Source: an optimization exercise on an open RTL-to-GDS flow (aim: small area). Production flows keep margins and buffers that such runs may drop. Where RTL was checked, it was by simulation tests only, not by an equivalence proof against the original. Only the layout flow was run in runs 1, 3 and 4; the RTL was not checked for function there. Power and IR drop assume default switching activity.

[run.sh]
#!/bin/bash
# synth_recipe.tcl (not shown) runs the flow's synth.tcl, then flattens the netlist and writes it again
# the make line also repeats each setting of config.mk as NAME=value (left out here)
make -C /OpenROAD-flow-scripts/flow DESIGN_CONFIG=/design/flow/config.mk WORK_HOME=/design/flow/orfs CLKGATE_MAP_FILE= SYNTH_SCRIPT=/design/flow/synth_recipe.tcl finish
[config.mk]
export PLATFORM = sky130hd
export DESIGN_NAME = cordic
export DESIGN_NICKNAME = cordic
export VERILOG_FILES = /design/flow/design.v
export SDC_FILE = /design/flow/constraint.sdc
export NUM_CORES = 4
export LEC_CHECK = 0
export CAP_MARGIN = 20
export CORE_MARGIN = 2
export CORE_UTILIZATION = 40
export GPL_TIMING_DRIVEN = 0
export PLACE_DENSITY = 0.6
export SLEW_MARGIN = 20
[constraint.sdc]
create_clock -name core_clock -period 5.0 [get_ports {clock}]
set_input_delay 1.0000 -clock core_clock [delete_from_list [all_inputs] [get_ports {clock}]]
set_output_delay 1.0000 -clock core_clock [all_outputs]
set_load 0.01 [all_outputs]
[design.v]
`timescale 1ns / 1ps
module addsub #(
    parameter W = 8
) (
    input  [W-1:0] a,
    input  [W-1:0] b,
    input          sub,
    output [W-1:0] s
);
    logic [W:0] c;
    logic [W-1:0] bb;
    assign c[0] = sub;
    assign bb = b ^ {W{sub}};
    genvar i;
    generate
        for (i = 0; i < W; i++) begin : g
            assign s[i] = a[i] ^ bb[i] ^ c[i];
            assign c[i+1] = (a[i] & bb[i]) | (c[i] & (a[i] ^ bb[i]));
        end
    endgenerate
endmodule
module addsmall #(
    parameter W = 12,
    parameter K = 6
) (
    input  [W-1:0] a,
    input  [K-1:0] b,
    input          sub,
    output [W-1:0] s
);
    logic [K:0] c;
    logic [K-1:0] bb;
    logic t;
    assign c[0] = sub;
    assign bb = b ^ {K{sub}};
    assign t = b[K-1] ^ sub;       
    genvar i;
    generate
        for (i = 0; i < K; i++) begin : lo
            assign s[i] = a[i] ^ bb[i] ^ c[i];
            assign c[i+1] = (a[i] & bb[i]) | (c[i] & (a[i] ^ bb[i]));
        end
    endgenerate
    logic [W-K:0] all1, any1;
    assign all1[0] = 1'b1;
    assign any1[0] = 1'b0;
    generate
        for (i = K; i < W; i++) begin : hi
            assign all1[i-K+1] = all1[i-K] & a[i];
            assign any1[i-K+1] = any1[i-K] | a[i];
            assign s[i] = a[i] ^ t ^ (t ? (c[K] | any1[i-K]) : (c[K] & all1[i-K]));
        end
    endgenerate
endmodule
module addfast #(
    parameter W = 12,
    parameter K = 6
) (
    input  [W-1:0] a,
    input  [K-1:0] b,
    input          sub,
    output [W-1:0] s
);
    localparam LG = $clog2(K + 1);
    logic [K-1:0] bb, pp, gg;
    logic t;
    assign bb = b ^ {K{sub}};
    assign t = b[K-1] ^ sub;       
    logic [K:0] G [0:LG];
    logic [K:0] P [0:LG];
    assign G[0] = {(a[K-1:0] & bb), sub};
    assign P[0] = {(a[K-1:0] ^ bb), 1'b0};
    genvar l, i;
    generate
        for (l = 0; l < LG; l++) begin : lev
            for (i = 0; i <= K; i++) begin : node
                if (((i >> l) & 1) == 1) begin : comb
                    localparam integer J = ((i >> l) << l) - 1;
                    assign G[l+1][i] = G[l][i] | (P[l][i] & G[l][J]);
                    assign P[l+1][i] = P[l][i] & P[l][J];
                end else begin : pass
                    assign G[l+1][i] = G[l][i];
                    assign P[l+1][i] = P[l][i];
                end
            end
        end
    endgenerate
    logic [K:0] c;
    assign c = G[LG];
    assign s[K-1:0] = (a[K-1:0] ^ bb) ^ c[K-1:0];
    logic [W-K:0] all1, any1;
    assign all1[0] = 1'b1;
    assign any1[0] = 1'b0;
    generate
        for (i = K; i < W; i++) begin : hi
            assign all1[i-K+1] = all1[i-K] & a[i];
            assign any1[i-K+1] = any1[i-K] | a[i];
            assign s[i] = a[i] ^ t ^ (t ? (c[K] | any1[i-K]) : (c[K] & all1[i-K]));
        end
    endgenerate
endmodule
`timescale 1ns / 1ps
module phase_controller (
    input clock,
    input reset,
    output [3:0] code,
    output [7:0] w,
    output [1:0] quadrant
);
    logic [3:0] cd;
    logic [7:0] wr;
    logic [5:0] c;
    logic e, r;
    logic [1:0] q;
    wire pre = (cd == 4'd0);
    wire up  = ~q[0];
    wire endq = up ? (cd == 4'd14) && !wr[7] && (wr >= 8'h1d)
                   : (cd == 4'd1) && wr[7] && (wr <= 8'he2);
    logic [7:0] up1, up2, dn1, dn2;    
    logic [7:0] upw, dnw;              
    assign up1 = ({8{cd == 0}} & 8'he)
            | ({8{cd == 1}} & 8'h7e)
            | ({8{cd == 2}} & 8'h7e)
            | ({8{cd == 3}} & 8'h76)
            | ({8{cd == 4}} & 8'h7f)
            | ({8{cd == 5}} & 8'h7e)
            | ({8{cd == 6}} & 8'h7f)
            | ({8{cd == 7}} & 8'h40)
            | ({8{cd == 8}} & 8'h7f)
            | ({8{cd == 9}} & 8'h7e)
            | ({8{cd == 10}} & 8'h7e)
            | ({8{cd == 11}} & 8'h76)
            | ({8{cd == 12}} & 8'h7f)
            | ({8{cd == 13}} & 8'h7e);
    assign up2 = ({8{cd == 0}} & 8'hd)
            | ({8{cd == 1}} & 8'h7d)
            | ({8{cd == 2}} & 8'h7d)
            | ({8{cd == 3}} & 8'h75)
            | ({8{cd == 4}} & 8'h7e)
            | ({8{cd == 5}} & 8'h7d)
            | ({8{cd == 6}} & 8'h7e)
            | ({8{cd == 7}} & 8'h3f)
            | ({8{cd == 8}} & 8'h7e)
            | ({8{cd == 9}} & 8'h7d)
            | ({8{cd == 10}} & 8'h7d)
            | ({8{cd == 11}} & 8'h75)
            | ({8{cd == 12}} & 8'h7e)
            | ({8{cd == 13}} & 8'h7d);
    assign upw = ({8{cd == 0}} & 8'he1)
            | ({8{cd == 1}} & 8'h81)
            | ({8{cd == 2}} & 8'h80)
            | ({8{cd == 3}} & 8'h88)
            | ({8{cd == 4}} & 8'h81)
            | ({8{cd == 5}} & 8'h81)
            | ({8{cd == 6}} & 8'h80)
            | ({8{cd == 7}} & 8'hbf)
            | ({8{cd == 8}} & 8'h80)
            | ({8{cd == 9}} & 8'h81)
            | ({8{cd == 10}} & 8'h80)
            | ({8{cd == 11}} & 8'h88)
            | ({8{cd == 12}} & 8'h81)
            | ({8{cd == 13}} & 8'h81);
    assign dn1 = ({8{cd == 2}} & 8'h81)
            | ({8{cd == 3}} & 8'h80)
            | ({8{cd == 4}} & 8'h88)
            | ({8{cd == 5}} & 8'h81)
            | ({8{cd == 6}} & 8'h81)
            | ({8{cd == 7}} & 8'h80)
            | ({8{cd == 8}} & 8'hbf)
            | ({8{cd == 9}} & 8'h80)
            | ({8{cd == 10}} & 8'h81)
            | ({8{cd == 11}} & 8'h80)
            | ({8{cd == 12}} & 8'h88)
            | ({8{cd == 13}} & 8'h81)
            | ({8{cd == 14}} & 8'h81);
    assign dn2 = ({8{cd == 2}} & 8'h82)
            | ({8{cd == 3}} & 8'h81)
            | ({8{cd == 4}} & 8'h89)
            | ({8{cd == 5}} & 8'h82)
            | ({8{cd == 6}} & 8'h82)
            | ({8{cd == 7}} & 8'h81)
            | ({8{cd == 8}} & 8'hc0)
            | ({8{cd == 9}} & 8'h81)
            | ({8{cd == 10}} & 8'h82)
            | ({8{cd == 11}} & 8'h81)
            | ({8{cd == 12}} & 8'h89)
            | ({8{cd == 13}} & 8'h82)
            | ({8{cd == 14}} & 8'h82);
    assign dnw = ({8{cd == 2}} & 8'h7e)
            | ({8{cd == 3}} & 8'h7e)
            | ({8{cd == 4}} & 8'h76)
            | ({8{cd == 5}} & 8'h7f)
            | ({8{cd == 6}} & 8'h7e)
            | ({8{cd == 7}} & 8'h7f)
            | ({8{cd == 8}} & 8'h40)
            | ({8{cd == 9}} & 8'h7f)
            | ({8{cd == 10}} & 8'h7e)
            | ({8{cd == 11}} & 8'h7e)
            | ({8{cd == 12}} & 8'h76)
            | ({8{cd == 13}} & 8'h7f)
            | ({8{cd == 14}} & 8'h7e);
    wire can_up = (cd != 4'd14);
    wire can_dn = (cd > 4'd1);
    wire hit1 = up ? (wr == up1) : (wr == dn1);
    wire hit2 = up ? (wr == up2) : (wr == dn2);
    wire xing = (up ? can_up : can_dn) && (hit1 || (e && hit2));
    wire over = e && hit1;             
    logic [7:0] w_step, w_cross;
    addsub #(.W(8)) uw (.a(wr), .b({6'd0, e, ~e}), .sub(~up), .s(w_step));
    assign w_cross = up ? (over ? upw + 8'd1 : upw) : (over ? dnw - 8'd1 : dnw);
    always_ff @(posedge clock) begin
        if (reset || pre) begin
            c <= '0;
            e <= 1'b0;
            r <= 1'b0;
        end
        else begin
            r <= endq;
            if (r)
                c <= '0;
            else if (c >= 6'd25) begin
                c <= c - 6'd11;
                e <= 1'b1;
            end
            else begin
                c <= c + 6'd14;
                e <= 1'b0;
            end
        end
    end
    always_ff @(posedge clock) begin
        if (reset) begin
            q <= 2'd0;
            cd <= 4'd0;
            wr <= 8'd0;
        end
        else if (endq)
            q <= q + 2'd1;
        else if (xing) begin
            cd <= up ? cd + 4'd1 : cd - 4'd1;
            wr <= w_cross;
        end
        else
            wr <= w_step;
    end
    assign code = cd;
    assign w = wr;
    assign quadrant = q;
endmodule
`timescale 1ns / 1ps
module cordic (
    input clock,
    input reset,
    output signed [12:0] sine,
    output signed [12:0] cosine
);
    logic [3:0] code;
    logic [7:0] w;
    logic [1:0] q;
    phase_controller pc (.clock(clock), .reset(reset), .code(code), .w(w), .quadrant(q));
    wire [9:0] dirs_a = {code, ~w[7], w[6:2]};
    logic signed [11:0] x6, y6;
    wire [4:0] ts = dirs_a[9:5];
    assign x6 = ({12{ts == 5'd2}} & 12'h7fc)
            | ({12{ts == 5'd3}} & 12'h7fc)
            | ({12{ts == 5'd4}} & 12'h7f1)
            | ({12{ts == 5'd5}} & 12'h7e1)
            | ({12{ts == 5'd6}} & 12'h7c7)
            | ({12{ts == 5'd7}} & 12'h7a7)
            | ({12{ts == 5'd8}} & 12'h782)
            | ({12{ts == 5'd9}} & 12'h754)
            | ({12{ts == 5'd10}} & 12'h71d)
            | ({12{ts == 5'd11}} & 12'h6e1)
            | ({12{ts == 5'd12}} & 12'h69b)
            | ({12{ts == 5'd13}} & 12'h651)
            | ({12{ts == 5'd14}} & 12'h5ff)
            | ({12{ts == 5'd15}} & 12'h5a9)
            | ({12{ts == 5'd16}} & 12'h5a5)
            | ({12{ts == 5'd17}} & 12'h549)
            | ({12{ts == 5'd18}} & 12'h4e6)
            | ({12{ts == 5'd19}} & 12'h480)
            | ({12{ts == 5'd20}} & 12'h415)
            | ({12{ts == 5'd21}} & 12'h3a7)
            | ({12{ts == 5'd22}} & 12'h333)
            | ({12{ts == 5'd23}} & 12'h2bd)
            | ({12{ts == 5'd24}} & 12'h252)
            | ({12{ts == 5'd25}} & 12'h1d8)
            | ({12{ts == 5'd26}} & 12'h15a)
            | ({12{ts == 5'd27}} & 12'hdc)
            | ({12{ts == 5'd28}} & 12'h5e)
            | ({12{ts == 5'd29}} & 12'hfe0);
    assign y6 = ({12{ts == 5'd2}} & 12'hfe0)
            | ({12{ts == 5'd3}} & 12'h5e)
            | ({12{ts == 5'd4}} & 12'hdc)
            | ({12{ts == 5'd5}} & 12'h15a)
            | ({12{ts == 5'd6}} & 12'h1d8)
            | ({12{ts == 5'd7}} & 12'h252)
            | ({12{ts == 5'd8}} & 12'h2bd)
            | ({12{ts == 5'd9}} & 12'h333)
            | ({12{ts == 5'd10}} & 12'h3a7)
            | ({12{ts == 5'd11}} & 12'h415)
            | ({12{ts == 5'd12}} & 12'h480)
            | ({12{ts == 5'd13}} & 12'h4e6)
            | ({12{ts == 5'd14}} & 12'h549)
            | ({12{ts == 5'd15}} & 12'h5a5)
            | ({12{ts == 5'd16}} & 12'h5a9)
            | ({12{ts == 5'd17}} & 12'h5ff)
            | ({12{ts == 5'd18}} & 12'h651)
            | ({12{ts == 5'd19}} & 12'h69b)
            | ({12{ts == 5'd20}} & 12'h6e1)
            | ({12{ts == 5'd21}} & 12'h71d)
            | ({12{ts == 5'd22}} & 12'h754)
            | ({12{ts == 5'd23}} & 12'h782)
            | ({12{ts == 5'd24}} & 12'h7a7)
            | ({12{ts == 5'd25}} & 12'h7c7)
            | ({12{ts == 5'd26}} & 12'h7e1)
            | ({12{ts == 5'd27}} & 12'h7f1)
            | ({12{ts == 5'd28}} & 12'h7fc)
            | ({12{ts == 5'd29}} & 12'h7fc);
    logic signed [11:0] x7, y7;
    addfast #(.W(12), .K(6)) ux7 (.a(12'(x6)), .b(6'(y6 >>> 6)), .sub(dirs_a[4]), .s(x7));
    addfast #(.W(12), .K(6)) uy7 (.a(12'(y6)), .b(6'(x6 >>> 6)), .sub(~dirs_a[4]), .s(y7));
    logic signed [11:0] x8, y8;
    addfast #(.W(12), .K(5)) ux8 (.a(12'(x7)), .b(5'(y7 >>> 7)), .sub(dirs_a[3]), .s(x8));
    addfast #(.W(12), .K(5)) uy8 (.a(12'(y7)), .b(5'(x7 >>> 7)), .sub(~dirs_a[3]), .s(y8));
    logic [9:0] dirs_r1;
    logic [1:0] q_r1;
    logic signed [11:0] x_r1;
    logic signed [11:0] y_r1;
    always_ff @(posedge clock) begin
        dirs_r1 <= dirs_a;
        q_r1 <= q;
        x_r1 <= x8;
        y_r1 <= y8;
    end
    logic [10:0] x9, y9;
    addfast #(.W(11), .K(4)) ux9 (.a(11'(x_r1)), .b(4'(y_r1 >>> 8)), .sub(dirs_r1[2]), .s(x9));
    addfast #(.W(11), .K(4)) uy9 (.a(11'(y_r1)), .b(4'(x_r1 >>> 8)), .sub(~dirs_r1[2]), .s(y9));
    logic [10:0] x10, y10;
    addfast #(.W(11), .K(3)) ux10 (.a(11'(x9)), .b(3'(y9 >> 9)), .sub(dirs_r1[1]), .s(x10));
    addfast #(.W(11), .K(3)) uy10 (.a(11'(y9)), .b(3'(x9 >> 9)), .sub(~dirs_r1[1]), .s(y10));
    logic [9:0] dirs_r2;
    logic [1:0] q_r2;
    logic [10:0] x_r2;
    logic [10:0] y_r2;
    always_ff @(posedge clock) begin
        dirs_r2 <= dirs_r1;
        q_r2 <= q_r1;
        x_r2 <= x10;
        y_r2 <= y10;
    end
    logic [10:0] x11, y11;
    addfast #(.W(11), .K(2)) ux11 (.a(11'(x_r2)), .b(2'(y_r2 >> 10)), .sub(dirs_r2[0]), .s(x11));
    addfast #(.W(11), .K(2)) uy11 (.a(11'(y_r2)), .b(2'(x_r2 >> 10)), .sub(~dirs_r2[0]), .s(y11));
    logic [10:0] xs, ys;
    assign xs = x11[10:0];
    assign ys = y11[10:0];
    assign cosine = (q_r2[0] ^ q_r2[1]) ? {2'b00, 11'(-xs)} : {2'b01, xs};
    assign sine = q_r2[1] ? {2'b00, 11'(-ys)} : {2'b01, ys};
endmodule
==> impl_results.md, run 1 <==
- Status: finished with violations
- Failing Checks: setup timing
- Reg clk slew, reported paths: 0.08 ns
- Setup ws final: -0.696 ns
- Setup crit start: pc.cd[0]
- Row count: 54
- Most frequent cells in the layout: xnor2_1 (116), nand2_1 (100), nor2_1 (95), buf_4 (93), a21oi_1 (72)
- Clock sink total: 76
- Cells after synthesis: 1167
- Iter 0 DRT Violations: 779
- Critical Path AT: 5.97 ns
- Initial antenna violation count: 0
- Number of global-route vias before repair: 8213
- Crit Path Max Fanout: 5
- I/O Pins: 28
- Worst slew pin tran: 0.902 ns
- Pin count of the biggest net entering global routing: 20
- Syn_area_per_cell: 7.57 um2
- Post-DRT Antenna Nets: 0
- Endpoints failing setup: 16
- Layout area overhead: 28.1%
- CTS Root Cell: clkbuf_16
- Hold Fails Final Rpt: 0
- Total congestion overflow: 0
- Final HPWL DP: 18500 um
- Register area share after synthesis: 17.2%
- Leak: 0.00460 uW
- Drt total wl: 26000 um
- Initial Utilization: 40.6%
- Cell Area, Placed: 9590 um2
- FMAX: 176 MHz
- CP required: 5.27 ns
- First-pass GRT wire length: 41100 um
- RR Startpoint: pc.cd[0]
- Worst reg-to-reg path cell count: 26
- Final GP Congestion: 0.944
- Unrepaired setup endpoints after global routing: yes
- Core area: 21800 um2
- GR Util All Layers: 21.2%
- Kind of critical path: flop to flop
- DR vias: 8922
- Post-synth ARST share: 0%
- Worst relative slew slack: 39.3%
- VDD IR max: 0.143 mV
- Num CTS Buffers: 9
- Die extent in y: 153 um
- DR vias/cell: 5.65
- Crit Reg-Reg Endpoint: x_r1[8]
- Setup TNS: -6.48 ns
- Cell area after layout: 11300 um2
- Clock Latency Late Sink: 0.35 ns
- Share of layout cells above drive strength 1: 20.9%
- ANT cells: 0
- # fillers: 2054
- Maximum buffer depth of the clock tree: 2
- Drc violations: 0
- Commonest non-fill, non-tap cell in the layout: xnor2_1
- Tot Pwr: 1700 uW
- Hold path depth: 0
- Period utilization: 114%
- Yosys reg bits: 76
- Full die area: 23300 um2
- Post-cts hold buffer count: 0
- WL/cell: 16.5 um
- Hold_ws: 0.327 ns
- Worst slack at placement: -1.30 ns
- Synthesis warning total: 17
- Hold Crit Class: flop to flop
- Slew Limit Fails: 0
- Clock skew: 0.0187 ns
- Post-synth EDFFs: 0
- Cell area power density: 150 nW/um2
- MaxCap Viol Count: 0
- Critical Path End Type: flop
- CTS tree: yes
- Critical Path End: x_r1[8]
- Top_reg_cell synth: dfxtp_1
- Die Wd: 153 um
- Synth unique cells: 94
- H-tree levels: 3
- Startpoint type of the worst setup path: flop
- Nets: 1360
- DRT Pass-1 Iters: 5
- Port bufs: 25
- Tmin final: 5.70 ns
- Reg2reg setup slack: -0.70 ns
- Cell Area, Synth: 8830 um2
logic make-up after synthesis:
group,after synthesis,share of synthesized area (%)
adders and majority gates,64,10.9
other,1,0.0424
AOI/OAI and AO/OA,317,23.6
and+or+nand+nor,377,21.1
DFF,76,17.2
buffers and inverters,135,6.59
xor gates and xnor gates,174,17.7
muxes,23,2.85
cell usage after synthesis, types with 5 or more instances:
master	n	area share [%]
nor4_1	12	0.85
o21ai_0	70	4.0
a211oi_1	13	1.1
a21oi_1	78	4.4
nand2_1	103	4.4
buf_6	6	0.76
a22oi_1	10	0.85
buf_2	15	0.85
clkbuf_1	37	1.6
fa_1	22	5.0
xnor2_1	128	13
and2_1	9	0.64
a311oi_1	6	0.59
o21a_1	10	0.85
xor2_1	42	4.2
or3_1	15	1.1
and3_1	12	0.85
nand3_1	22	1.2
dfxtp_1	76	17
or2_2	6	0.42
nor3b_1	6	0.51
o211ai_1	15	1.3
nand2b_1	18	1.3
mux2i_1	17	1.9
a221oi_1	5	0.50
a21o_1	16	1.4
nor2b_1	11	0.78
a31oi_1	19	1.3
inv_1	61	2.6
buf_1	10	0.42
o22ai_1	13	0.92
nor2_1	99	4.2
o31ai_1	9	0.76
ha_1	42	5.9
nor3_1	34	1.9
power by group:
group          internal, uW  switching, uW
Combinational           189            184
Clock                   395            286
Sequential              622           20.6
Total                  1210            491
metal layers:
metal / track usage [%] / part of all wire [%] / vias up
li1: - / - / 4367
met1: 26.8 / 42 / 4068
met2: 36.1 / 48 / 384
met3: 2.96 / 6.5 / 103
met4: 9.08 / 4.0 / 0
met5: 0 / 0 / -
area by class of cell:
class	instances	area [um2]	area share (%)
Multi-Input combinational cell	957	7270	64.2
Sequential cell	76	1540	13.6
Timing Repair Buffer	120	1020	9.01
Buffer	66	587	5.19
Tap cell	280	350	3.10
Inverter	64	244	2.16
Clock buffer	9	225	1.99
Clock inverter	7	82.6	0.730
what timing repair did:
| action | 4_1_cts | 5_1_grt |
|---|---|---|
| resized for setup | 83 | 92 |
| endpoints found under the setup margin | 33 | 34 |
| buffers inserted | 54 | 40 |
| pin swaps | 38 | 37 |
| gates cloned | 0 | 2 |
sequential cells by signal, indices dropped and copies added (netlist names):
register  flops
y_r1         12
x_r2         11
q_r1          2
pc.c          6
q_r2          2
pc.cd         4
pc.wr         8
dirs_r1       3
pc.q          2
x_r1         12
pc.e          1
dirs_r2       1
pc.r          1
y_r2         11
stage by stage:
| step | std cells | util [%] |
|---|---|---|
| floorplan | 1168 | - |
| global placement | 1473 | 44.1 |
| detailed placement | 1473 | 44.1 |
| CTS | 1541 | 49.0 |
| global route | 1579 | 52.0 |
| finish | 1579 | 52.0 |
critical path, cell delays in order, from the launching register on:
cell	delay, ns
dfxtp_4	0.36
buf_8	0.14
buf_8	0.13
nor2b_4	0.13
buf_6	0.11
o211ai_1	0.21
o2111ai_2	0.24
xnor2_2	0.21
ha_1	0.33
o21a_1	0.19
o211ai_1	0.19
and2_4	0.19
a211oi_4	0.04
or2_4	0.30
or3_4	0.37
mux2i_4	0.18
xnor2_2	0.16
xnor2_1	0.10
ha_1	0.34
o21a_1	0.12
o21a_1	0.18
o21ai_1	0.12
a21oi_1	0.05
or2_4	0.27
or4b_4	0.58
mux2i_2	0.20
xor2_1	0.16
how the worst min path moves through the flow:
stage	from	end	slack (ns)
6_report	dirs_r1[0]	dirs_r2[0]	0.33
5_1_grt	dirs_r1[0]	dirs_r2[0]	0.35
4_1_cts	dirs_r1[0]	dirs_r2[0]	0.33
3_3_place_gp	q_r1[1]	q_r2[1]	0.31
2_1_floorplan	dirs_r1[0]	dirs_r2[0]	0.31
3_5_place_dp	dirs_r1[0]	dirs_r2[0]	0.31
==> inputs of run 2 (changes only) <==
--- a/design.v
+++ b/design.v
@@ -61,7 +61,7 @@
     input          sub,
     output [W-1:0] s
 );
-    localparam LG = $clog2(K + 1);
+    localparam LG = (K + 1 > 8) ? 4 : (K + 1 > 4) ? 3 : (K + 1 > 2) ? 2 : 1;
     logic [K-1:0] bb, pp, gg;
     logic t;
     assign bb = b ^ {K{sub}};
@@ -118,7 +118,7 @@
                    : (cd == 4'd1) && wr[7] && (wr <= 8'he2);
     logic [7:0] up1, up2, dn1, dn2;    
     logic [7:0] upw, dnw;              
-    assign up1 = ({8{cd == 0}} & 8'he)
+    assign up1 = ({8{cd == 0}} & 8'hd)
             | ({8{cd == 1}} & 8'h7e)
             | ({8{cd == 2}} & 8'h7e)
             | ({8{cd == 3}} & 8'h76)
@@ -132,7 +132,7 @@
             | ({8{cd == 11}} & 8'h76)
             | ({8{cd == 12}} & 8'h7f)
             | ({8{cd == 13}} & 8'h7e);
-    assign up2 = ({8{cd == 0}} & 8'hd)
+    assign up2 = ({8{cd == 0}} & 8'hc)
             | ({8{cd == 1}} & 8'h7d)
             | ({8{cd == 2}} & 8'h7d)
             | ({8{cd == 3}} & 8'h75)
@@ -320,9 +320,6 @@
     logic signed [11:0] x7, y7;
     addfast #(.W(12), .K(6)) ux7 (.a(12'(x6)), .b(6'(y6 >>> 6)), .sub(dirs_a[4]), .s(x7));
     addfast #(.W(12), .K(6)) uy7 (.a(12'(y6)), .b(6'(x6 >>> 6)), .sub(~dirs_a[4]), .s(y7));
-    logic signed [11:0] x8, y8;
-    addfast #(.W(12), .K(5)) ux8 (.a(12'(x7)), .b(5'(y7 >>> 7)), .sub(dirs_a[3]), .s(x8));
-    addfast #(.W(12), .K(5)) uy8 (.a(12'(y7)), .b(5'(x7 >>> 7)), .sub(~dirs_a[3]), .s(y8));
     logic [9:0] dirs_r1;
     logic [1:0] q_r1;
     logic signed [11:0] x_r1;
@@ -330,15 +327,15 @@
     always_ff @(posedge clock) begin
         dirs_r1 <= dirs_a;
         q_r1 <= q;
-        x_r1 <= x8;
-        y_r1 <= y8;
+        x_r1 <= x7;
+        y_r1 <= y7;
     end
+    logic signed [11:0] x8, y8;
+    addfast #(.W(12), .K(5)) ux8 (.a(12'(x_r1)), .b(5'(y_r1 >>> 7)), .sub(dirs_r1[3]), .s(x8));
+    addfast #(.W(12), .K(5)) uy8 (.a(12'(y_r1)), .b(5'(x_r1 >>> 7)), .sub(~dirs_r1[3]), .s(y8));
     logic [10:0] x9, y9;
-    addfast #(.W(11), .K(4)) ux9 (.a(11'(x_r1)), .b(4'(y_r1 >>> 8)), .sub(dirs_r1[2]), .s(x9));
-    addfast #(.W(11), .K(4)) uy9 (.a(11'(y_r1)), .b(4'(x_r1 >>> 8)), .sub(~dirs_r1[2]), .s(y9));
-    logic [10:0] x10, y10;
-    addfast #(.W(11), .K(3)) ux10 (.a(11'(x9)), .b(3'(y9 >> 9)), .sub(dirs_r1[1]), .s(x10));
-    addfast #(.W(11), .K(3)) uy10 (.a(11'(y9)), .b(3'(x9 >> 9)), .sub(~dirs_r1[1]), .s(y10));
+    addfast #(.W(11), .K(4)) ux9 (.a(11'(x8)), .b(4'(y8 >>> 8)), .sub(dirs_r1[2]), .s(x9));
+    addfast #(.W(11), .K(4)) uy9 (.a(11'(y8)), .b(4'(x8 >>> 8)), .sub(~dirs_r1[2]), .s(y9));
     logic [9:0] dirs_r2;
     logic [1:0] q_r2;
     logic [10:0] x_r2;
@@ -346,15 +343,26 @@
     always_ff @(posedge clock) begin
         dirs_r2 <= dirs_r1;
         q_r2 <= q_r1;
-        x_r2 <= x10;
-        y_r2 <= y10;
+        x_r2 <= x9;
+        y_r2 <= y9;
     end
+    logic [10:0] x10, y10;
+    addfast #(.W(11), .K(3)) ux10 (.a(11'(x_r2)), .b(3'(y_r2 >> 9)), .sub(dirs_r2[1]), .s(x10));
+    addfast #(.W(11), .K(3)) uy10 (.a(11'(y_r2)), .b(3'(x_r2 >> 9)), .sub(~dirs_r2[1]), .s(y10));
     logic [10:0] x11, y11;
-    addfast #(.W(11), .K(2)) ux11 (.a(11'(x_r2)), .b(2'(y_r2 >> 10)), .sub(dirs_r2[0]), .s(x11));
-    addfast #(.W(11), .K(2)) uy11 (.a(11'(y_r2)), .b(2'(x_r2 >> 10)), .sub(~dirs_r2[0]), .s(y11));
+    addfast #(.W(11), .K(2)) ux11 (.a(11'(x10)), .b(2'(y10 >> 10)), .sub(dirs_r2[0]), .s(x11));
+    addfast #(.W(11), .K(2)) uy11 (.a(11'(y10)), .b(2'(x10 >> 10)), .sub(~dirs_r2[0]), .s(y11));
+    logic [1:0] q_r3;
+    logic [10:0] x_r3;
+    logic [10:0] y_r3;
+    always_ff @(posedge clock) begin
+        q_r3 <= q_r2;
+        x_r3 <= x11;
+        y_r3 <= y11;
+    end
     logic [10:0] xs, ys;
-    assign xs = x11[10:0];
-    assign ys = y11[10:0];
-    assign cosine = (q_r2[0] ^ q_r2[1]) ? {2'b00, 11'(-xs)} : {2'b01, xs};
-    assign sine = q_r2[1] ? {2'b00, 11'(-ys)} : {2'b01, ys};
+    assign xs = x_r3[10:0];
+    assign ys = y_r3[10:0];
+    assign cosine = (q_r3[0] ^ q_r3[1]) ? {2'b00, 11'(-xs)} : {2'b01, xs};
+    assign sine = q_r3[1] ? {2'b00, 11'(-ys)} : {2'b01, ys};
 endmodule
--- a/config.mk
+++ b/config.mk
@@ -8,6 +8,5 @@
 export CAP_MARGIN = 20
 export CORE_MARGIN = 2
 export CORE_UTILIZATION = 40
-export GPL_TIMING_DRIVEN = 0
 export PLACE_DENSITY = 0.6
 export SLEW_MARGIN = 20
==> impl_results.md, run 2 <==
- Most frequent cells in the layout: nor2_1 (119), nand2_1 (106), dfxtp_1 (102), xnor2_1 (94), a21oi_1 (82)
- Met1 usage: 25.6% (-1.2 points)
- First-pass GRT wire length: 38400 um (-6.6%)
- Commonest non-fill, non-tap cell in the layout: nor2_1
- Total congestion overflow: 0 (unchanged)
- Full die area: 24800 um2 (+6.6%)
- Port bufs: 25 (unchanged)
- Iter 0 DRT Violations: 558 (-28%)
- Clock Latency Late Sink: 0.34 ns (about the same)
- DR vias: 8516 (-4.6%)
- Hold Crit Class: flop to flop
- Slew Limit Fails: 0 (unchanged)
- Worst Path Buf+Inv: 1 (-2)
- Number of global-route vias before repair: 7778 (-5.3%)
- Period utilization: 91.3% (-23 points)
- DRT Pass-1 Iters: 6 (+1)
- Startpoint type of the worst setup path: flop
- Share of layout cells above drive strength 1: 7.50% (-13 points)
- Met3 usage: 2.33% (-0.63 points)
- MaxCap Viol Count: 0 (unchanged)
- Area contributors post-synth: dfxtp_1 (22%), xnor2_1 (9.1%), xor2_1 (5.9%)
- Critical Path AT: 4.78 ns (-1.19 ns)
- Cells after synthesis: 1228 (+5.2%)
- Endpoints failing setup: 0 (-16)
- # fillers: 2326 (+13%)
- Most frequent cell after synthesis: nor2_1
- CP cell instances: buf_4, xnor2_1, ha_1, a31o_1, a21o_1, nand3_1, nor3_1, a21oi_1, xnor2_1, mux2_2, fa_1, nand3_1, nor4b_1, a211o_1, o41ai_1, or3_1, mux2i_1, xor2_1
- Synthesis warning total: 17 (unchanged)
- Post-synth ARST share: 0% (unchanged)
- Yosys reg bits: 102 (+34%)
- Top_reg_cell synth: dfxtp_1
- Synth unique cells: 88 (-6.4%)
- VDD IR max: 0.184 mV (+29%)
- FMAX: 219 MHz (+25%)
- CTS tree: yes
- # Post-CTS Setup Buffers: 0 (-100%)
- Largest registers: x_r1 (12), y_r1 (12)
- Most instantiated cells after synthesis: nor2_1 (119), nand2_1 (106), dfxtp_1 (102)
- Post-DRT Antenna Nets: 0 (unchanged)
- I/O Pins: 28 (unchanged)
- Worst relative slew slack: 37.1% (-2.2 points)
- Setup TNS: 0 ns (+6.48 ns)
- Cell Area, Synth: 9440 um2 (+6.8%)
- Core area: 23300 um2 (+7.2%)
- Leak: 0.00427 uW (-7.2%)
- Cell area power density: 201 nW/um2 (+34%)
- Clock sink total: 102 (+34%)
- Critical Path End Type: flop
- DR vias/cell: 5.51 (-2.5%)
- H-tree levels: 3 (unchanged)
- Maximum buffer depth of the clock tree: 2 (unchanged)
- Num CTS Buffers: 9 (unchanged)
- Synth area leader: dfxtp_1
- Register area share after synthesis: 21.6% (+4.4 points)
- Hold Fails Final Rpt: 0 (unchanged)
- Unrepaired setup endpoints after global routing: no
- Post-synth EDFFs: 0 (unchanged)
- M2 GR Usage: 31.0% (-5.1 points)
- Drt total wl: 22900 um (-12%)
- Final GP Congestion: 0.966 (+2.3%)
- WL/cell: 14.8 um (-10%)
- GR Util All Layers: 18.9% (-2.3 points)
- Status: complete, no violations
- Clock skew: 0.00626 ns (-0.0124 ns)
- Critical path's largest stage delay: 0.46 ns (-0.12 ns)
- Worst slew pin tran: 0.942 ns (+0.0399 ns)
- Kind of critical path: flop to flop
- Nets: 1287 (-5.4%)
- Tmin final: 4.56 ns (-1.13 ns)
- Post-Route Utilization: 44.4% (-7.6 points)
- Layout area overhead: 9.80%
- Pin count of the biggest net entering global routing: 52 (+160%)
- CTS Root Cell: clkbuf_16
- Gr busiest metal: met2
- Drc violations: 0 (unchanged)
- Syn_area_per_cell: 7.69 um2 (+1.5%)
- Top-area cell type share of the netlist area: 21.6% (+4.4 points)
- CP required: 5.21 ns (-0.06 ns)
- ANT cells: 0 (unchanged)
- Initial antenna violation count: 0 (unchanged)
- Crit Path Max Fanout: 11 (+6)
- Reg clk slew, reported paths: 0.07 ns (about the same)
- Die Wd: 158 um (+3.3%)
- Die extent in y: 158 um (+3.3%)
- Top delay family on crit path: compound AO/OA/AOI/OAI gates
- Initial Utilization: 40.4% (-0.16 points)
- Max stage delay cell, worst path: fa_1
- Final HPWL DP: 17600 um (-4.9%)
- Row count: 56 (+3.7%)
run 2: final timing paths:
kind                    from    endpoint  slack (ns)  cells past startpoint
setup / recovery  dirs_r2[1]    x_r3[10]        0.44                     18
hold / removal    dirs_r1[1]  dirs_r2[1]        0.32                      0
setup reg to reg  dirs_r2[1]    x_r3[10]        0.44                     18
hold reg to reg   dirs_r1[1]  dirs_r2[1]        0.32                      0
run 2: routing by layer:
layer / wire [um] / part of all wire, %
met1: 10800 / 47
met2: 10500 / 46
met3: 1010 / 4.4
met4: 547 / 2.4
met5: 0 / 0
run 2: worst reg2reg max path: stages, from the launching register on:
cell     delay [ns]
dfxtp_1        0.35
buf_4          0.19
xnor2_1        0.31
ha_1           0.29
a31o_1         0.18
a21o_1         0.22
nand3_1        0.28
nor3_1         0.10
a21oi_1        0.22
xnor2_1        0.20
mux2_2         0.39
fa_1           0.46
nand3_1        0.27
nor4b_1        0.09
a211o_1        0.34
o41ai_1        0.12
or3_1          0.20
mux2i_1        0.08
xor2_1         0.15
run 2: where the power goes:
group	internal, uW	switching (uW)
combinational	229	198
sequential	874	63.9
clock	395	327
total	1500	590
run 2: cells by family after synthesis:
family / Yosys count / share of synthesized area, %
AND/OR/NAND/NOR: 407 / 20.8
AO/OA/AOI/OAI: 323 / 22.5
XOR/XNOR: 165 / 15.8
buffers and inverters: 140 / 6.14
flip-flops: 102 / 21.6
adder cells (fa/ha/maj): 66 / 10.4
multiplexers: 24 / 2.65
other: 1 / 0.0397
run 2: area by class of cell:
type / instances / area [um2] / share of cell area, %
Clock buffer: 9 / 225 / 2.17
Timing Repair Buffer: 62 / 528 / 5.10
Sequential cell: 102 / 2040 / 19.7
Tap cell: 319 / 399 / 3.85
Clock inverter: 7 / 81.3 / 0.785
Inverter: 59 / 224 / 2.16
Multi-Input combinational cell: 987 / 6860 / 66.2
run 2: repair_timing:
action / 4_1_cts / 5_1_grt
setup endpoints to repair: 0 / 4
hold buffers: 0 / 0
gates resized for setup: 0 / 6
hold endpoints to repair: 0 / 0
run 2: per-stage QoR:
stage               std cells  total power, uW  area (um2)  setup slack [ns]  hold slack, ns
detailed placement       1529             1390       10000             0.376           0.312
floorplan                1229             1240        9440           0.00818           0.310
finish                   1545             2090       10400             0.437           0.324
global placement         1529             1380       10000             0.464           0.313
CTS                      1545             2120       10300             0.359           0.322
global route             1545             2210       10400            0.0425           0.333
==> inputs of run 3 (changes only) <==
--- a/design.v
+++ b/design.v
@@ -99,6 +99,71 @@
         end
     endgenerate
 endmodule
+module addfast2 #(
+    parameter W = 12,
+    parameter K = 6
+) (
+    input  [W-1:0] a,
+    input  [K-1:0] b,
+    input          sub,
+    output [W-1:0] s
+);
+    localparam LG = (K + 1 > 8) ? 4 : (K + 1 > 4) ? 3 : (K + 1 > 2) ? 2 : 1;
+    localparam U = W - K;
+    localparam LU = (U > 8) ? 4 : (U > 4) ? 3 : (U > 2) ? 2 : (U > 1) ? 1 : 0;
+    logic [K-1:0] bb;
+    logic t;
+    assign bb = b ^ {K{sub}};
+    assign t = b[K-1] ^ sub;
+    logic [K:0] G [0:LG];
+    logic [K:0] P [0:LG];
+    assign G[0] = {(a[K-1:0] & bb), sub};
+    assign P[0] = {(a[K-1:0] ^ bb), 1'b0};
+    genvar l, i;
+    generate
+        for (l = 0; l < LG; l++) begin : lev
+            for (i = 0; i <= K; i++) begin : node
+                if (((i >> l) & 1) == 1) begin : comb
+                    localparam integer J = ((i >> l) << l) - 1;
+                    assign G[l+1][i] = G[l][i] | (P[l][i] & G[l][J]);
+                    assign P[l+1][i] = P[l][i] & P[l][J];
+                end else begin : pass
+                    assign G[l+1][i] = G[l][i];
+                    assign P[l+1][i] = P[l][i];
+                end
+            end
+        end
+    endgenerate
+    logic [K:0] c;
+    assign c = G[LG];
+    assign s[K-1:0] = (a[K-1:0] ^ bb) ^ c[K-1:0];
+    logic [U-1:0] O [0:LU];
+    logic [U-1:0] Z [0:LU];
+    assign O[0] = a[W-1:K];
+    assign Z[0] = ~a[W-1:K];
+    generate
+        for (l = 0; l < LU; l++) begin : ulev
+            for (i = 0; i < U; i++) begin : unode
+                if (((i >> l) & 1) == 1) begin : comb
+                    localparam integer J = ((i >> l) << l) - 1;
+                    assign O[l+1][i] = O[l][i] & O[l][J];
+                    assign Z[l+1][i] = Z[l][i] & Z[l][J];
+                end else begin : pass
+                    assign O[l+1][i] = O[l][i];
+                    assign Z[l+1][i] = Z[l][i];
+                end
+            end
+        end
+    endgenerate
+    wire inc = c[K] & ~t;
+    wire dec = ~c[K] & t;
+    assign s[K] = a[K] ^ inc ^ dec;
+    generate
+        for (i = 1; i < U; i++) begin : hi
+            assign s[K+i] = a[K+i] ^ ((inc & O[LU][i-1]) | (dec & Z[LU][i-1]));
+        end
+    endgenerate
+endmodule
 `timescale 1ns / 1ps
 module phase_controller (
     input clock,
@@ -118,7 +183,7 @@
                    : (cd == 4'd1) && wr[7] && (wr <= 8'he2);
     logic [7:0] up1, up2, dn1, dn2;    
     logic [7:0] upw, dnw;              
-    assign up1 = ({8{cd == 0}} & 8'hd)
+    assign up1 = ({8{cd == 0}} & 8'he)
             | ({8{cd == 1}} & 8'h7e)
             | ({8{cd == 2}} & 8'h7e)
             | ({8{cd == 3}} & 8'h76)
@@ -132,7 +197,7 @@
             | ({8{cd == 11}} & 8'h76)
             | ({8{cd == 12}} & 8'h7f)
             | ({8{cd == 13}} & 8'h7e);
-    assign up2 = ({8{cd == 0}} & 8'hc)
+    assign up2 = ({8{cd == 0}} & 8'hd)
             | ({8{cd == 1}} & 8'h7d)
             | ({8{cd == 2}} & 8'h7d)
             | ({8{cd == 3}} & 8'h75)
@@ -318,8 +383,8 @@
             | ({12{ts == 5'd28}} & 12'h7fc)
             | ({12{ts == 5'd29}} & 12'h7fc);
     logic signed [11:0] x7, y7;
-    addfast #(.W(12), .K(6)) ux7 (.a(12'(x6)), .b(6'(y6 >>> 6)), .sub(dirs_a[4]), .s(x7));
-    addfast #(.W(12), .K(6)) uy7 (.a(12'(y6)), .b(6'(x6 >>> 6)), .sub(~dirs_a[4]), .s(y7));
+    addfast2 #(.W(12), .K(6)) ux7 (.a(12'(x6)), .b(6'(y6 >>> 6)), .sub(dirs_a[4]), .s(x7));
+    addfast2 #(.W(12), .K(6)) uy7 (.a(12'(y6)), .b(6'(x6 >>> 6)), .sub(~dirs_a[4]), .s(y7));
     logic [9:0] dirs_r1;
     logic [1:0] q_r1;
     logic signed [11:0] x_r1;
@@ -331,11 +396,11 @@
         y_r1 <= y7;
     end
     logic signed [11:0] x8, y8;
-    addfast #(.W(12), .K(5)) ux8 (.a(12'(x_r1)), .b(5'(y_r1 >>> 7)), .sub(dirs_r1[3]), .s(x8));
-    addfast #(.W(12), .K(5)) uy8 (.a(12'(y_r1)), .b(5'(x_r1 >>> 7)), .sub(~dirs_r1[3]), .s(y8));
+    addfast2 #(.W(12), .K(5)) ux8 (.a(12'(x_r1)), .b(5'(y_r1 >>> 7)), .sub(dirs_r1[3]), .s(x8));
+    addfast2 #(.W(12), .K(5)) uy8 (.a(12'(y_r1)), .b(5'(x_r1 >>> 7)), .sub(~dirs_r1[3]), .s(y8));
     logic [10:0] x9, y9;
-    addfast #(.W(11), .K(4)) ux9 (.a(11'(x8)), .b(4'(y8 >>> 8)), .sub(dirs_r1[2]), .s(x9));
-    addfast #(.W(11), .K(4)) uy9 (.a(11'(y8)), .b(4'(x8 >>> 8)), .sub(~dirs_r1[2]), .s(y9));
+    addfast2 #(.W(11), .K(4)) ux9 (.a(11'(x8)), .b(4'(y8 >>> 8)), .sub(dirs_r1[2]), .s(x9));
+    addfast2 #(.W(11), .K(4)) uy9 (.a(11'(y8)), .b(4'(x8 >>> 8)), .sub(~dirs_r1[2]), .s(y9));
     logic [9:0] dirs_r2;
     logic [1:0] q_r2;
     logic [10:0] x_r2;
@@ -347,22 +412,18 @@
         y_r2 <= y9;
     end
     logic [10:0] x10, y10;
-    addfast #(.W(11), .K(3)) ux10 (.a(11'(x_r2)), .b(3'(y_r2 >> 9)), .sub(dirs_r2[1]), .s(x10));
-    addfast #(.W(11), .K(3)) uy10 (.a(11'(y_r2)), .b(3'(x_r2 >> 9)), .sub(~dirs_r2[1]), .s(y10));
-    logic [10:0] x11, y11;
-    addfast #(.W(11), .K(2)) ux11 (.a(11'(x10)), .b(2'(y10 >> 10)), .sub(dirs_r2[0]), .s(x11));
-    addfast #(.W(11), .K(2)) uy11 (.a(11'(y10)), .b(2'(x10 >> 10)), .sub(~dirs_r2[0]), .s(y11));
-    logic [1:0] q_r3;
-    logic [10:0] x_r3;
-    logic [10:0] y_r3;
-    always_ff @(posedge clock) begin
-        q_r3 <= q_r2;
-        x_r3 <= x11;
-        y_r3 <= y11;
-    end
-    logic [10:0] xs, ys;
-    assign xs = x_r3[10:0];
-    assign ys = y_r3[10:0];
-    assign cosine = (q_r3[0] ^ q_r3[1]) ? {2'b00, 11'(-xs)} : {2'b01, xs};
-    assign sine = q_r3[1] ? {2'b00, 11'(-ys)} : {2'b01, ys};
+    addfast2 #(.W(11), .K(3)) ux10 (.a(11'(x_r2)), .b(3'(y_r2 >> 9)), .sub(dirs_r2[1]), .s(x10));
+    addfast2 #(.W(11), .K(3)) uy10 (.a(11'(y_r2)), .b(3'(x_r2 >> 9)), .sub(~dirs_r2[1]), .s(y10));
+    wire mx = q_r2[0] ^ q_r2[1];
+    wire my = q_r2[1];
+    wire bx = y10[10];
+    wire by = x10[10];
+    logic signed [2:0] ax, ay;
+    assign ax = mx ? (dirs_r2[0] ? 3'd1 + {2'b00, bx} : 3'd1 - {2'b00, bx}) : (dirs_r2[0] ? 3'd0 - {2'b00, bx} : {2'b00, bx});
+    assign ay = my ? (dirs_r2[0] ? 3'd1 - {2'b00, by} : 3'd1 + {2'b00, by}) : (dirs_r2[0] ? {2'b00, by} : 3'd0 - {2'b00, by});
+    logic [10:0] rx, ry;
+    addfast2 #(.W(11), .K(3)) ux11 (.a(x10 ^ {11{mx}}), .b(ax), .sub(1'b0), .s(rx));
+    addfast2 #(.W(11), .K(3)) uy11 (.a(y10 ^ {11{my}}), .b(ay), .sub(1'b0), .s(ry));
+    assign cosine = {1'b0, ~mx, rx};
+    assign sine = {1'b0, ~my, ry};
 endmodule
==> impl_results.md, run 3 <==
- Drt total wl: 21700 um (-5.2%)
- Initial Utilization: 40.5% (+0.061 points)
- Core area: 21700 um2 (-7.0%)
- Critical Path End Type: output port
- Yosys reg bits: 78 (-24%)
- DR vias/cell: 5.46 (-0.85%)
- First-pass GRT wire length: 36500 um (-4.9%)
- ANT cells: 0 (unchanged)
- Hold Startpoint: dirs_r1[0]
- Full die area: 23200 um2 (-6.7%)
- Post-synth ARST share: 0% (unchanged)
- Worst relative slew slack: 31.8% (-5.3 points)
- Period utilization: 96.3% (+5.0 points)
- Most frequent cells in the layout: xnor2_1 (101), nor2_1 (93), nand2_1 (87), dfxtp_1 (72), a21oi_1 (67)
- Dpl cells: 1423 (-6.9%)
- Total congestion overflow: 0 (unchanged)
- Cell area power density: 154 nW/um2 (-24%)
- GR Util All Layers: 18.6% (-0.33 points)
- Share of layout cells above drive strength 1: 12.1% (+4.6 points)
- Most instantiated cells after synthesis: xnor2_1 (104), nor2_1 (95), nand2_1 (88)
- Pin count of the biggest net entering global routing: 51 (-1.9%)
- Area contributors post-synth: dfxtp_1 (18%), xnor2_1 (10%), ha_1 (6.6%)
- Hold Crit Class: flop to flop
- VDD IR max: 0.114 mV (-38%)
- Clock Latency Late Sink: 0.34 ns (about the same)
- Num CTS Buffers: 9 (unchanged)
- Clock skew: 0.00877 ns (+0.00251 ns)
- Layout area overhead: 13.8%
- Drc violations: 0 (unchanged)
- Register area share after synthesis: 17.8% (-3.9 points)
- Reg clk slew, reported paths: 0.06 ns (about the same)
- Post-Route Utilization: 46.1% (+1.7 points)
- Syn_area_per_cell: 7.76 um2 (+0.99%)
- CTS tree: yes
- Post-synth EDFFs: 0 (unchanged)
- Cells after synthesis: 1132 (-7.8%)
- Die extent in y: 152 um (-3.4%)
- Iter 0 DRT Violations: 392 (-30%)
- Commonest non-fill, non-tap cell in the layout: xnor2_1
- Post-DRT Antenna Nets: 0 (unchanged)
- Endpoints failing setup: 0 (unchanged)
- Number of global-route vias before repair: 7494 (-3.7%)
- Critical Path AT: 3.81 ns (-0.97 ns)
- Top-area cell type share of the netlist area: 17.8% (-3.9 points)
- Cell Count, Final, Fillers Out: 1441 (-6.7%)
- Crit Reg-Reg Endpoint: x_r2[10]
- Nets: 1226 (-4.7%)
- Status: complete, no violations
- Synth area leader: dfxtp_1
- Hold Fails Final Rpt: 0 (unchanged)
- Final GP Congestion: 0.879 (-9.0%)
- Slew Limit Fails: 0 (unchanged)
- Port bufs: 25 (unchanged)
- WL/cell: 15.1 um (+1.7%)
- Clock sink total: 78 (-24%)
- Hold path depth: 0 (unchanged)
- Initial antenna violation count: 0 (unchanged)
- Synthesis warning total: 22 (+5)
- Crit Path Max Fanout: 6 (-5)
- Worst reg-to-reg path cell count: 19 (+1)
- # fillers: 2144 (-7.8%)
- FMAX: 208 MHz (-5.2%)
- Hold_ws: 0.326 ns (+0.00211 ns)
- Worst slew pin tran: 1.02 ns (+0.0788 ns)
- Leak: 0.00444 uW (+3.8%)
- Tot Pwr: 1540 uW (-26%)
- Row count: 54 (-3.6%)
- Synth unique cells: 88 (unchanged)
- Reg2reg setup slack: 0.37 ns (-0.07 ns)
- DR vias: 7875 (-7.5%)
- DRT Pass-1 Iters: 4 (-2)
- Kind of critical path: flop to output port
- CP required: 4.00 ns (-1.21 ns)
- Most frequent cell after synthesis: xnor2_1
- I/O Pins: 28 (unchanged)
- Cell Area, Synth: 8790 um2 (-6.9%)
- Tmin final: 4.81 ns (+0.252 ns)
- Final HPWL DP: 16500 um (-6.1%)
- Setup TNS: 0 ns (unchanged)
- MaxCap Viol Count: 0 (unchanged)
- Startpoint type of the worst setup path: flop
- Hold Crit Endpoint: dirs_r2[0]
- H-tree levels: 3 (unchanged)
- Largest registers: x_r1 (12), y_r1 (12)
- Post-cts hold buffer count: 0 (unchanged)
- RR Startpoint: dirs_r1[3]
- Die Wd: 152 um (-3.4%)
- CTS Root Cell: clkbuf_16
- Top_reg_cell synth: dfxtp_1
- Maximum buffer depth of the clock tree: 2 (unchanged)
==> run 3: cell types whose count changed after synthesis, sizes merged, moves of 8 or more <==
cell	before	now
and2	8	16
buf	33	25
nand2	107	88
mux2i	16	35
dfxtp	102	78
o21ai	73	49
a21oi	82	70
nand3	35	21
nor2	121	95
==> run 3: cell type report <==
cell class                      count  area (um2)  area share [%]
Clock inverter                      7         121            1.21
Tap cell                          280         350            3.50
Inverter                           56         210            2.10
Sequential cell                    78        1570            15.7
Clock buffer                        9         225            2.25
Multi-Input combinational cell    926        6820            68.2
Timing Repair Buffer               85         701            7.01
==> run 3: worst max path at each step <==
stage,end,depth (start not counted),slack [ns],from
after floorplan,sine[10],16,0.002,dirs_r2[1]
after CTS,cosine[10],16,0.002,dirs_r2[1]
after detailed placement,sine[8],17,-0.05,dirs_r2[1]
final,sine[4],16,0.19,dirs_r2[1]
after global routing,sine[8],17,-0.03,dirs_r2[1]
after global placement,sine[8],17,0.06,dirs_r2[1]
==> run 3: logic make-up after synthesis <==
family,Yosys count,share of synthesized area (%)
compound gates,283,22.4
xor+xnor,164,16.3
fa+ha+maj,68,11.6
buf+inv,129,6.00
flops,78,17.8
mux,41,4.80
other cells,1,0.0427
simple gates,368,21.1
==> run 3: per-stage QoR <==
step                area [um2]  setup WS (ns)
finish                   10000          0.185
global route             10000        -0.0297
detailed placement        9510        -0.0474
floorplan                 8790        0.00214
global placement          9510         0.0628
CTS                       9900        0.00239
==> run 3: worst max-delay path, cell delays in order (launching register included) <==
cell,delay [ns]
dfxtp_4,0.37
xor2_1,0.18
ha_1,0.29
nand2_1,0.06
o21ai_2,0.16
mux2i_1,0.23
buf_4,0.17
xnor2_2,0.14
nor2b_4,0.19
ha_1,0.24
a21o_1,0.17
a21oi_2,0.18
or2_4,0.17
nand2b_1,0.17
nand2_1,0.08
xnor2_1,0.14
clkdlybuf4s50_1,0.55
==> run 3: metal layers <==
metal / vias to the layer above / share of wire (%) / global-route usage (%)
met5: - / 0 / 0
met4: 0 / 1.5 / 5.61
met3: 24 / 4.5 / 2.79
met2: 191 / 47 / 30.7
met1: 3602 / 47 / 25.2
li1: 4058 / - / -
==> run 3: repair_timing <==
action                     CTS  global route
resized for setup           13            32
pin swaps                    2             9
setup buffers                0             2
setup endpoints to repair   13            18
==> run 3: report_power, final <==
group | internal [uW] | leakage (uW) | total (uW) | switching (uW)
logic | 79.9 | 0.00365 | 156 | 76.5
clock network | 488 | 0.000158 | 741 | 252
registers | 629 | 0.000632 | 642 | 12.9
==> inputs of run 4 (changes only) <==
--- a/design.v
+++ b/design.v
@@ -383,8 +383,8 @@
             | ({12{ts == 5'd28}} & 12'h7fc)
             | ({12{ts == 5'd29}} & 12'h7fc);
     logic signed [11:0] x7, y7;
-    addfast2 #(.W(12), .K(6)) ux7 (.a(12'(x6)), .b(6'(y6 >>> 6)), .sub(dirs_a[4]), .s(x7));
-    addfast2 #(.W(12), .K(6)) uy7 (.a(12'(y6)), .b(6'(x6 >>> 6)), .sub(~dirs_a[4]), .s(y7));
+    addsmall #(.W(12), .K(6)) ux7 (.a(12'(x6)), .b(6'(y6 >>> 6)), .sub(dirs_a[4]), .s(x7));
+    addsmall #(.W(12), .K(6)) uy7 (.a(12'(y6)), .b(6'(x6 >>> 6)), .sub(~dirs_a[4]), .s(y7));
     logic [9:0] dirs_r1;
     logic [1:0] q_r1;
     logic signed [11:0] x_r1;
@@ -396,8 +396,8 @@
         y_r1 <= y7;
     end
     logic signed [11:0] x8, y8;
-    addfast2 #(.W(12), .K(5)) ux8 (.a(12'(x_r1)), .b(5'(y_r1 >>> 7)), .sub(dirs_r1[3]), .s(x8));
-    addfast2 #(.W(12), .K(5)) uy8 (.a(12'(y_r1)), .b(5'(x_r1 >>> 7)), .sub(~dirs_r1[3]), .s(y8));
+    addsmall #(.W(12), .K(5)) ux8 (.a(12'(x_r1)), .b(5'(y_r1 >>> 7)), .sub(dirs_r1[3]), .s(x8));
+    addsmall #(.W(12), .K(5)) uy8 (.a(12'(y_r1)), .b(5'(x_r1 >>> 7)), .sub(~dirs_r1[3]), .s(y8));
     logic [10:0] x9, y9;
     addfast2 #(.W(11), .K(4)) ux9 (.a(11'(x8)), .b(4'(y8 >>> 8)), .sub(dirs_r1[2]), .s(x9));
     addfast2 #(.W(11), .K(4)) uy9 (.a(11'(y8)), .b(4'(x8 >>> 8)), .sub(~dirs_r1[2]), .s(y9));
==> impl_results.md, run 4 <==
- H-tree levels: 3 (unchanged)
- Clock Latency Late Sink: 0.34 ns (about the same)
- CTS Root Cell: clkbuf_16
- Tmin final: 4.91 ns (+0.0915 ns)
- Crit Path Max Fanout: 6 (unchanged)
- Reg2reg setup slack: 0.26 ns (-0.11 ns)
- Iter 0 DRT Violations: 543 (+39%)
- Post-synth EDFFs: 0 (unchanged)
- Period utilization: 98.1% (+1.8 points)
- First-pass GRT wire length: 34600 um (-5.4%)
- Top-area cell type share of the netlist area: 18.8% (+0.98 points)
- Endpoints failing setup: 0 (unchanged)
- Row count: 52 (-3.7%)
- Post-cts hold buffer count: 0 (unchanged)
- Area contributors post-synth: dfxtp_1 (19%), xnor2_1 (12%), fa_1 (7.7%)
- Commonest non-fill, non-tap cell in the layout: buf_4
- Post-DRT Antenna Nets: 0 (unchanged)
- Maximum buffer depth of the clock tree: 2 (unchanged)
- Final HPWL DP: 16100 um (-2.7%)
- Register area share after synthesis: 18.8% (+0.98 points)
- CP cell instances: buf_6, buf_6, xor2_2, buf_4, fa_1, xnor2_2, ha_4, a21o_1, a21oi_4, a211oi_2, o22a_1, o221ai_2, buf_4, nor3_2, a21oi_2, xor2_1, buf_2
- Slew Limit Fails: 0 (unchanged)
- Hold Crit Class: flop to flop
- Worst reg-to-reg path cell count: 21 (+2)
- Critical Path End Type: output port
- Leak: 0.00422 uW (-4.8%)
- Initial antenna violation count: 0 (unchanged)
- I/O Pins: 28 (unchanged)
- Kind of critical path: flop to output port
- CP required: 4.00 ns (about the same)
- Synthesis warning total: 12 (-45%)
- Max stage delay cell, worst path: fa_1
- Most instantiated cells after synthesis: xnor2_1 (118), nor2_1 (104), nand2_1 (87)
- Syn_area_per_cell: 7.78 um2 (+0.27%)
- Hold path depth: 0 (unchanged)
- Core area: 20400 um2 (-6.1%)
- Drt total wl: 21500 um (-1.0%)
- Die Wd: 148 um (-2.6%)
- Most frequent cell after synthesis: xnor2_1
- WL/cell: 14.9 um (-0.96%)
- Critical path's largest stage delay: 0.52 ns (-0.03 ns)
- Worst Path Buf+Inv: 5 (+3)
- MaxCap Viol Count: 0 (unchanged)
- Cell Area, Synth: 8330 um2 (-5.2%)
- Unrepaired setup endpoints after global routing: yes
- Initial Utilization: 40.9% (+0.38 points)
- Clock skew: 0.0127 ns (+0.00391 ns)
- Cells after synthesis: 1070 (-5.5%)
- Worst relative slew slack: 27.1% (-4.7 points)
- Reg clk slew, reported paths: 0.06 ns (about the same)
- Top delay family on crit path: compound AO/OA/AOI/OAI gates
- DRT Pass-1 Iters: 5 (+1)
- Critical Path AT: 3.91 ns (+0.10 ns)
- Number of global-route vias before repair: 7187 (-4.1%)
- Synth unique cells: 85 (-3.4%)
- Startpoint type of the worst setup path: flop
- VDD IR max: 0.145 mV (+28%)
- Top_reg_cell synth: dfxtp_1
- Nets: 1227 (+0.082%)
- Num CTS Buffers: 9 (unchanged)
- Yosys reg bits: 78 (unchanged)
- Final GP Congestion: 0.897 (+2.0%)
- DR vias: 7907 (+0.41%)
- CTS tree: yes
- FMAX: 204 MHz (-1.9%)
- Stages on the worst setup path: 17 (+1)
- Port bufs: 25 (unchanged)
- Hold_ws: 0.325 ns (-0.000700 ns)
- Worst slew pin tran: 1.09 ns (+0.0647 ns)
- Synth area leader: dfxtp_1
- Hold Fails Final Rpt: 0 (unchanged)
- Cell area power density: 136 nW/um2 (-11%)
- Full die area: 22000 um2 (-5.1%)
- Most frequent cells in the layout: buf_4 (124), xnor2_1 (110), nor2_1 (101), nand2_1 (84), dfxtp_1 (71)
- Die extent in y: 148 um (-2.6%)
- Status: complete, no violations
- Largest registers: x_r1 (12), y_r1 (12)
- Share of layout cells above drive strength 1: 22.2% (+10 points)
- DR vias/cell: 5.49 (+0.48%)
- GR Util All Layers: 18.8% (+0.25 points)
- ANT cells: 0 (unchanged)
- Clock sink total: 78 (unchanged)
- Layout area overhead: 24.8%
- Drc violations: 0 (unchanged)
- Total congestion overflow: 0 (unchanged)
- Post-synth ARST share: 0% (unchanged)
- Pin count of the biggest net entering global routing: 37 (-27%)
- Tot Pwr: 1420 uW (-8.0%)
==> run 4: final timing paths <==
kind,end,from
max,cosine[9],dirs_r2[1]
min,q_r2[0],q_r1[0]
max reg2reg,x_r2[9],dirs_r1[3]
min reg2reg,q_r2[0],q_r1[0]
==> run 4: timing repair <==
action,CTS,global route
setup buffers,2,13
gates resized for setup,42,100
pin swaps,7,50
endpoints found under the setup margin,22,29
hold endpoints to repair,0,0
==> run 4: report_power, final <==
part / switching, uW / internal, uW / total, uW / leakage (uW)
Clock: 257 / 392 / 649 / 0.000144
Combinational: 63.5 / 65.9 / 129 / 0.00345
Sequential: 9.14 / 627 / 637 / 0.000632
==> run 4: area by class of cell <==
class                      count  area [um2]
fill                        1916        9970
multi-input combinational    871        6800
sequential                    78        1570
timing repair buffer         154        1190
tap                          270         338
clock buffer                   9         225
inverter                      51         194
clock inverter                 7        78.8
==> run 4: logic make-up after synthesis <==
family / synth area share [%]
other: 0.0450
XOR/XNOR: 17.5
flip-flops: 18.8
adder cells (fa/ha/maj): 12.0
AND/OR/NAND/NOR: 20.6
AO/OA/AOI/OAI: 20.4
multiplexers: 4.75
buffers and inverters: 5.82
==> run 4: metal layers <==
metal  routed length, um  GRT usage, %  vias up
met5                   0             0        -
met4                 403          5.05        0
met3                1110          1.93       36
met2               10200          31.5      231
met1                9780          26.0     3680
li1                    -             -     3960
==> run 4: stage by stage <==
stage	utilization, %	setup slack, ns	std cells	setup TNS [ns]	cell area [um2]
after floorplan	-	-0.0450	1071	-0.0450	8370
after global placement	46.8	-0.0645	1410	-0.0787	9530
after detailed placement	46.8	-0.171	1410	-0.993	9530
after CTS	48.8	-0.147	1428	-0.391	9950
after global routing	51.0	-0.0985	1440	-0.635	10400
final	51.0	0.0940	1440	0	10400

==> separate check: timing with driven ports <==
The results above use ideal ports. As a check the final layouts listed here were re-extracted and re-timed, cells and wires unchanged.
Step 1 (the two cells are an assumption about what drives the block):
set clk [get_ports {clock}]
set_driving_cell -lib_cell sky130_fd_sc_hd__clkbuf_16 $clk
set_driving_cell -lib_cell sky130_fd_sc_hd__buf_2 [delete_from_list [all_inputs] $clk]
Step 2 times the ports against the registers' clock, not the clock port: input delays grow and output delays shrink by t, the midpoint of the rising clock arrivals with the driver on.
Three values: ideal ports, drivers, drivers and shift; two values: the first two.
run	shift t [ns]	setup slack, ns	worst hold slack (ns)
run 1	0.388	-0.696 / -0.696 / -0.696	0.327 / 0.327 / 0.327
run 2	0.385	0.437 / 0.437 / 0.437	0.324 / 0.324 / 0.324
run 3	0.374	0.185 / 0.149 / 0.375	0.326 / 0.326 / 0.326
run 4	0.368	0.094 / 0.055 / 0.258	0.325 / 0.325 / 0.325
